Source: an optimization exercise on an open RTL-to-GDS flow (aim: small area). Production flows keep margins and buffers that such runs may drop.
In this exercise RTL edits were held to simulation tests only and were not proved equivalent to the original.
The clock port is modelled as an ideal driver; clocking choices that lean on that would not hold on a real chip.
Power figures rest on the tool's default switching activity, not on a simulated workload.

Design Pong, start of the top module:
module Pong #(
	parameter LCD_WIDTH  = 240,
	parameter LCD_HEIGHT = 320,
	parameter CLOCK_FREQ = 12800
	)(
	input wire	clock,
	input wire		player_1_up,
	input wire		player_1_down,
	input wire		player_2_up,
	input wire		player_2_down,
	input wire 		pause,
	input wire     globalReset,
	output 		   resetApp,
	output [13:0] 	display_score1,
	output [13:0]	display_score2,
	output [8:0]	leds,
	output        LT24Wr_n,
	output        LT24Rd_n,
	output        LT24CS_n,
	output        LT24RS,
	output        LT24Reset_n,
	output [15:0] LT24Data,
	output        LT24LCDOn
	);
	reg [3:0] resetSync;
	always @(posedge clock or posedge globalReset) begin
		if (globalReset) resetSync <= 4'hF;
		else             resetSync <= {resetSync[2:0], 1'b0};
	end
	wire reset = resetSync[3];
	reg [12:0] Z;
	reg [7:0] X;         
	reg [8:0] Y;         
	reg       pix;       
	wire [3:0] c = Z[3:0];
	wire cEnd   = (c == 4'd15);
	wire X239   = (X == 8'd239);
	wire X240   = (X == 8'd240);
	wire [7:0] xNext = X240 ? 8'd0 : X + 8'd1;
	wire [8:0] yNext = X239 ? ((Y == 9'd320) ? 9'd0 : Y + 9'd1) : Y;
	wire load   = (c == 4'd14) & (pix | X240);      
	always @(posedge clock) begin
		if (reset) begin
			Z <= 13'h1FFF;
			X <= 8'd131;
			Y <= 9'd0;
			pix <= 1'b0;
		end else begin
			Z <= Z + 13'd1;
			if (cEnd) X <= xNext;
			if (cEnd & pix) Y <= yNext;
			if (load) pix <= 1'b1;
		end
	end
	wire initDone = pix | (X240 & c[3] & c[2] & (c[1] | c[0]));
	assign resetApp = reset | ~initDone;
	reg [16:0] W;        
	reg        done;     
  ...
For scale: about 67 I/O pins, about 7700 sq um of cells after synthesis.
export LEC_CHECK = 0
export CAP_MARGIN = 20
export CORE_MARGIN = 2
export CORE_UTILIZATION = 40
export PLACE_DENSITY = 0.6
export SLEW_MARGIN = 20
create_clock -name core_clock -period 8.0 [get_ports {clock}]
standard.sh (not shown) runs the stock make flow with config.mk's settings and CLKGATE_MAP_FILE= SYNTH_SCRIPT=/design/flow/synth_recipe.tcl, a recipe that flattens the netlist after the stock synthesis.
==> flow/flow/run.sh <==
#!/bin/bash
set -euo pipefail
W=$PWD
# synthesis script: synth_recipe.tcl sourcing a copy of ORFS synth.tcl whose abc call uses flow/area.abc
sed 's|^  log_cmd abc {\*}\$abc_args$|  log_cmd abc -script '"$W"'/flow/area.abc {*}[lrange $abc_args 2 end]|' \
  "$FLOW_HOME/scripts/synth.tcl" > "$W/synth_body.tcl"
if cmp -s "$FLOW_HOME/scripts/synth.tcl" "$W/synth_body.tcl"; then
  echo "run.sh: abc line not found in synth.tcl, using the standard ABC script" >&2
fi
sed "s|source \$::env(SCRIPTS_DIR)/synth.tcl|source $W/synth_body.tcl|" synth_recipe.tcl > "$W/my_synth.tcl"
export BUFFER_PORTS_ARGS="-buffer_cell sky130_fd_sc_hd__buf_1"
export PRE_CTS_TCL="$W/flow/cts_hook.tcl"
export CTS_ARGS="-clk_nets clock -dont_use_dummy_load -buf_list sky130_fd_sc_hd__clkbuf_8 -root_buf sky130_fd_sc_hd__clkbuf_8"
bash standard.sh SYNTH_SCRIPT="$W/my_synth.tcl" ADDER_MAP_FILE= finish > "$W/standard.log" 2>&1
Other scripts of this flow, unchanged in this note and not shown: flow/flow/area.abc, flow/flow/cts_hook.tcl, flow/flow/manual_cts.tcl
The starting point passed the timing, design-rule and antenna checks.
Then changed:
--- a/flow/design.v
+++ b/flow/design.v
@@ -26,40 +26,41 @@
 	always @(posedge clock or posedge globalReset) begin
 		if (globalReset) resetSync <= 4'hF;
 		else             resetSync <= {resetSync[2:0], 1'b0};
 	end
 	wire reset = resetSync[3];
 	reg [12:0] Z;
 	reg [7:0] X;         
 	reg [8:0] Y;         
 	reg       pix;       
 	wire [3:0] c = Z[3:0];
-	wire cEnd   = (c == 4'd15);
 	wire X239   = (X == 8'd239);
 	wire X240   = (X == 8'd240);
+	wire X0     = (X == 8'd0);
 	wire [7:0] xNext = X240 ? 8'd0 : X + 8'd1;
 	wire [8:0] yNext = X239 ? ((Y == 9'd320) ? 9'd0 : Y + 9'd1) : Y;
-	wire load   = (c == 4'd14) & (pix | X240);      
+	wire step   = pix ? (c == 4'd13) : ((c == 4'd15) | (X240 & (c == 4'd13)));
+	wire load   = (c == 4'd14) & (pix | X0);      
 	always @(posedge clock) begin
 		if (reset) begin
 			Z <= 13'h1FFF;
 			X <= 8'd131;
 			Y <= 9'd0;
 			pix <= 1'b0;
 		end else begin
 			Z <= Z + 13'd1;
-			if (cEnd) X <= xNext;
-			if (cEnd & pix) Y <= yNext;
+			if (step) X <= xNext;
+			if (step & pix) Y <= yNext;
 			if (load) pix <= 1'b1;
 		end
 	end
-	wire initDone = pix | (X240 & c[3] & c[2] & (c[1] | c[0]));
+	wire initDone = pix | X0 | (X240 & (c == 4'd13));
 	assign resetApp = reset | ~initDone;
 	reg [16:0] W;        
 	reg        done;     
 	reg        resetGC;
 	reg        win1, win2;
 	wire winActive = (win1 | win2) & ~done;
 	wire [16:0] Winc = W + 17'd1;
 	always @(posedge clock) begin
 		if (resetApp) begin
 			W <= 17'd0;
@@ -186,38 +187,39 @@
 				4'd6: seg2[6:0] = 7'b0000010;
 				4'd7: seg2[6:0] = 7'b1111000;
 				4'd8: seg2[6:0] = 7'b0000000;
 				default: seg2[6:0] = 7'b0010000;
 			endcase
 			seg2[13:7] = (s >= 4'd10) ? 7'b1111001 : 7'b1000000;
 		end
 	endfunction
 	assign display_score1 = seg2(reset ? 4'd0 : s1);
 	assign display_score2 = seg2(reset ? 4'd0 : s2);
-	reg [8:0] ledr;
+	reg [3:0] ledp;
 	wire ledEn = (Z == 13'd5837);    
 	always @(posedge clock) begin
 		if (resetApp) begin
-			ledr <= 9'b100000000;
-		end else begin
-			if (ledEn & win2)      ledr <= {ledr[0], ledr[8:1]};
-			else if (ledEn & win1) ledr <= {ledr[7:0], ledr[8]};
+			ledp <= 4'd8;
+		end else if (ledEn & win2) begin
+			ledp <= (ledp == 4'd0) ? 4'd8 : ledp - 4'd1;
+		end else if (ledEn & win1) begin
+			ledp <= (ledp == 4'd8) ? 4'd0 : ledp + 4'd1;
 		end
 	end
-	assign leds = ledr;
-	wire [7:0] pp = yNext[8] ? p2x : p1x;    
-	wire [8:0] dxp = {1'b0, xNext} - {1'b0, pp};
-	wire [8:0] dxb  = {1'b0, xNext} - {1'b0, bx};
-	wire [9:0] dyb  = {1'b0, yNext} - {1'b0, by};
+	assign leds = 9'd1 << ledp;
+	wire [7:0] pp = Y[8] ? p2x : p1x;    
+	wire [8:0] dxp = {1'b0, X} - {1'b0, pp};
+	wire [8:0] dxb  = {1'b0, X} - {1'b0, bx};
+	wire [9:0] dyb  = {1'b0, Y} - {1'b0, by};
 	wire inP  = (dxp <= 9'd40);
-	wire inP2 = inP & (yNext >= 9'd290) & (yNext <= 9'd295);
-	wire inP1 = inP & (yNext >= 9'd30) & (yNext <= 9'd35);
+	wire inP2 = inP & (Y >= 9'd290) & (Y <= 9'd295);
+	wire inP1 = inP & (Y >= 9'd30) & (Y <= 9'd35);
 	wire inB  = (dxb <= 9'd10) & (dyb <= 10'd10);
 	wire [1:0] colour = inP2 ? 2'd3 : inP1 ? 2'd2 : inB ? 2'd1 : 2'd0;
 	reg [1:0] pd, pt;
 	always @(posedge clock) begin
 		if (reset) pd <= 2'd0;
 		else if (load) pd <= colour;
 	end
 	always @(posedge clock) begin
 		if (load) pt <= pd;
 	end
@@ -326,21 +328,21 @@
         7'h02: rom = 9'h100;
         7'h03: rom = 9'h100;
         7'h04: rom = 9'h101;
         7'h05: rom = 9'h13f;
         7'h06: rom = 9'h029;
         7'h07: rom = 9'h029;
 				default: rom = 9'h100;
 			endcase
 		end
 	endfunction
-	wire pre = X < 8'd228;
+	wire pre = X[7] & (X < 8'd228);    
 	wire [8:0] initWord = pre ? 9'h100 : rom({X[3:0], c[3:1]});
 	wire isP1 = pt == 2'd2;
 	wire isB  = pt == 2'd1;
 	wire isP2 = pt == 2'd3;
 	wire pixW = (c == 4'd13) | (c == 4'd14);    
 	reg [8:0] pixWord;
 	always @(*) begin
 		case (c)
 			4'd15, 4'd0:  pixWord = 9'h02A;
 			4'd1, 4'd2:   pixWord = 9'h100;
Result:
- power fell by a little under a tenth
- utilization is lower by 0.62 points
- clock skew rises by 0.0069 ns
- synthesized cell count falls by a few percent
- flip-flop and latch count fell by 5
- global-route usage shrinks by 1.0 points
- wire length came out lower by a few percent
- setup slack improves by 0.53 ns
- hold slack improved by 0.0047 ns
- first-iteration DRC count climbs by a few percent
- synthesized area came out lower by a few percent

Setup of the reference run:
Pong, a different RTL version from the one above (not shown whole).
Size in the first run: ~1200 cells after synthesis, ~120 flip-flops, about 67 I/O pins, about 7600 um^2 of cells after synthesis.
Settings: LEC_CHECK=0, CAP_MARGIN=20, CORE_MARGIN=2, CORE_UTILIZATION=40, PLACE_DENSITY=0.6, SLEW_MARGIN=20; clock period 8.0 ns.
Scripts as last shown in full above: flow/flow/run.sh
Other scripts of this flow, unchanged in this note and not shown: flow/flow/area.abc, flow/flow/cts_hook.tcl, flow/flow/manual_cts.tcl
### the reference run -> the trial run
--- a/flow/design.v
+++ b/flow/design.v
@@ -25,42 +25,43 @@
 	reg [3:0] resetSync;
 	always @(posedge clock or posedge globalReset) begin
 		if (globalReset) resetSync <= 4'hF;
 		else             resetSync <= {resetSync[2:0], 1'b0};
 	end
 	wire reset = resetSync[3];
 	reg [12:0] Z;
 	reg [7:0] X;         
 	reg [8:0] Y;         
 	reg       pix;       
 	wire [3:0] c = Z[3:0];
-	wire cEnd   = (c == 4'd15);
 	wire X239   = (X == 8'd239);
 	wire X240   = (X == 8'd240);
+	wire X0     = (X == 8'd0);
 	wire [7:0] xNext = X240 ? 8'd0 : X + 8'd1;
 	wire [8:0] yNext = X239 ? ((Y == 9'd320) ? 9'd0 : Y + 9'd1) : Y;
-	wire load   = (c == 4'd14) & (pix | X240);      
+	wire step   = pix ? (c == 4'd13) : ((c == 4'd15) | (X240 & (c == 4'd13)));
+	wire load   = (c == 4'd14) & (pix | X0);      
 	always @(posedge clock) begin
 		if (reset) begin
 			Z <= 13'h1FFF;
 			X <= 8'd131;
 			Y <= 9'd0;
 			pix <= 1'b0;
 		end else begin
 			Z <= Z + 13'd1;
-			if (cEnd) X <= xNext;
-			if (cEnd & pix) Y <= yNext;
+			if (step) X <= xNext;
+			if (step & pix) Y <= yNext;
 			if (load) pix <= 1'b1;
 		end
 	end
-	wire initDone = pix | (X240 & c[3] & c[2] & (c[1] | c[0]));
+	wire initDone = pix | X0 | (X240 & (c == 4'd13));
 	assign resetApp = reset | ~initDone;
 	reg [16:0] W;        
 	reg        done;     
 	reg        resetGC;
 	reg        win1, win2;
 	wire winActive = (win1 | win2) & ~done;
 	wire [16:0] Winc = W + 17'd1;
 	always @(posedge clock) begin
 		if (resetApp) begin
 			W <= 17'd0;
 			done <= 1'b0;
@@ -146,23 +147,23 @@
 			s1 <= 4'd0;
 			s2 <= 4'd0;
 			win1 <= 1'b0;
 			win2 <= 1'b0;
 			bt <= 5'd0;
 		end else begin
 			if (bt == 5'd23) begin
 				bt <= 5'd0;
 				if (who) s2 <= s2 + 4'd1;
 				else     s1 <= s1 + 4'd1;
 			end else if (bt != 5'd0) begin
-				bt <= bt + 5'd1;
+				bt <= {bt[3:0], bt[4] ^ bt[2]};    
 			end
 			if (tick) begin
 				if (p1s) begin
 					bt <= 5'd1;
 					who <= 1'b0;
 				end else if (s1 == 4'd10) begin
 					win1 <= 1'b1;
 				end else if (p2s) begin
 					bt <= 5'd1;
 					who <= 1'b1;
 				end else if (s2 == 4'd10) begin
@@ -197,29 +198,29 @@
 	wire ledEn = (Z == 13'd5837);    
 	always @(posedge clock) begin
 		if (resetApp) begin
 			ledp <= 4'd8;
 		end else if (ledEn & win2) begin
 			ledp <= (ledp == 4'd0) ? 4'd8 : ledp - 4'd1;
 		end else if (ledEn & win1) begin
 			ledp <= (ledp == 4'd8) ? 4'd0 : ledp + 4'd1;
 		end
 	end
 	assign leds = 9'd1 << ledp;
-	wire [7:0] pp = yNext[8] ? p2x : p1x;    
-	wire [8:0] dxp = {1'b0, xNext} - {1'b0, pp};
-	wire [8:0] dxb  = {1'b0, xNext} - {1'b0, bx};
-	wire [9:0] dyb  = {1'b0, yNext} - {1'b0, by};
+	wire [7:0] pp = Y[8] ? p2x : p1x;    
+	wire [8:0] dxp = {1'b0, X} - {1'b0, pp};
+	wire [8:0] dxb  = {1'b0, X} - {1'b0, bx};
+	wire [9:0] dyb  = {1'b0, Y} - {1'b0, by};
 	wire inP  = (dxp <= 9'd40);
-	wire inP2 = inP & (yNext >= 9'd290) & (yNext <= 9'd295);
-	wire inP1 = inP & (yNext >= 9'd30) & (yNext <= 9'd35);
+	wire inP2 = inP & (Y >= 9'd290) & (Y <= 9'd295);
+	wire inP1 = inP & (Y >= 9'd30) & (Y <= 9'd35);
 	wire inB  = (dxb <= 9'd10) & (dyb <= 10'd10);
 	wire [1:0] colour = inP2 ? 2'd3 : inP1 ? 2'd2 : inB ? 2'd1 : 2'd0;
 	reg [1:0] pd, pt;
 	always @(posedge clock) begin
 		if (reset) pd <= 2'd0;
 		else if (load) pd <= colour;
 	end
 	always @(posedge clock) begin
 		if (load) pt <= pd;
 	end
 	function [8:0] rom;
@@ -326,23 +327,23 @@
         7'h01: rom = 9'h02b;
         7'h02: rom = 9'h100;
         7'h03: rom = 9'h100;
         7'h04: rom = 9'h101;
         7'h05: rom = 9'h13f;
         7'h06: rom = 9'h029;
         7'h07: rom = 9'h029;
 				default: rom = 9'h100;
 			endcase
 		end
 	endfunction
-	wire pre = X < 8'd228;
+	wire pre = X[7] & (X < 8'd228);    
 	wire [8:0] initWord = pre ? 9'h100 : rom({X[3:0], c[3:1]});
 	wire isP1 = pt == 2'd2;
 	wire isB  = pt == 2'd1;
 	wire isP2 = pt == 2'd3;
 	wire pixW = (c == 4'd13) | (c == 4'd14);    
 	reg [8:0] pixWord;
 	always @(*) begin
 		case (c)
 			4'd15, 4'd0:  pixWord = 9'h02A;
 			4'd1, 4'd2:   pixWord = 9'h100;
 			4'd3, 4'd4:   pixWord = {1'b1, X};
[summary]
When the final numbers for the reference run and the trial run were put side by side, the cell area after technology mapping turned out to be smaller in the trial run.
Compared with the reference run, the router placed fewer vias in the trial run.
The last element of the critical path comes out pd[0] in one run and LT24Data[3] in the other, namely in the reference run and the trial run respectively.
Relative to the reference run, worst relative slew slack increased by 0.85 points in the trial run.
Sequential power ends up higher on the reference run.
Relative to the reference run, post-route minimum period has gone down in the trial run.
NOTE detailed-route wire length on metal 1 the reference run->the trial run decreased by more than 10%
Taking the reference run as the reference, in the trial run final cell count went down by 7.2%; detail-routed net length per standard cell went down by 4.8%; instance count of the mapped netlist went down by 98; number of search-and-repair iterations in the first detailed-routing pass went up by 1.
Changes observed in the trial run relative to the reference run: largest vdd supply drop increased by about 80% relative to the old numbers, design area lower, worst hold slack closely matched the old numbers, fmax shows an increase of 2.9%.

## static timing again, ports no longer ideal
The flow's constraints put no driver on any port. The routed layouts listed below were extracted and timed again, unchanged, in two steps. Step 1, drivers: a clkbuf_16 drives clock and a buf_2 each remaining input, both assumed. Step 2 moves the port delays by t, midway between the first and last clock arrival at a register: inputs arrive t later, outputs are due t later. That takes back most of the time a late clock gives input paths. Slacks: ideal ports / drivers / drivers and shift; pairs: ideal ports / drivers.
run	t, ns	setup slack, ns	worst setup path after step 2	slew at the worst register clock pin (ns)
the first run of note 1	0.457	1.427 / 1.427 / 1.427	register to register	0.08 / 0.08
the second run of note 1	0.441	1.962 / 1.962 / 1.962	register to register	0.10 / 0.10
the reference run	0.436	1.903 / 1.903 / 1.903	register to register	0.09 / 0.09
the trial run	0.429	2.075 / 2.039 / 2.371	register to register	0.10 / 0.10
After both steps setup and hold are still met in every run listed.
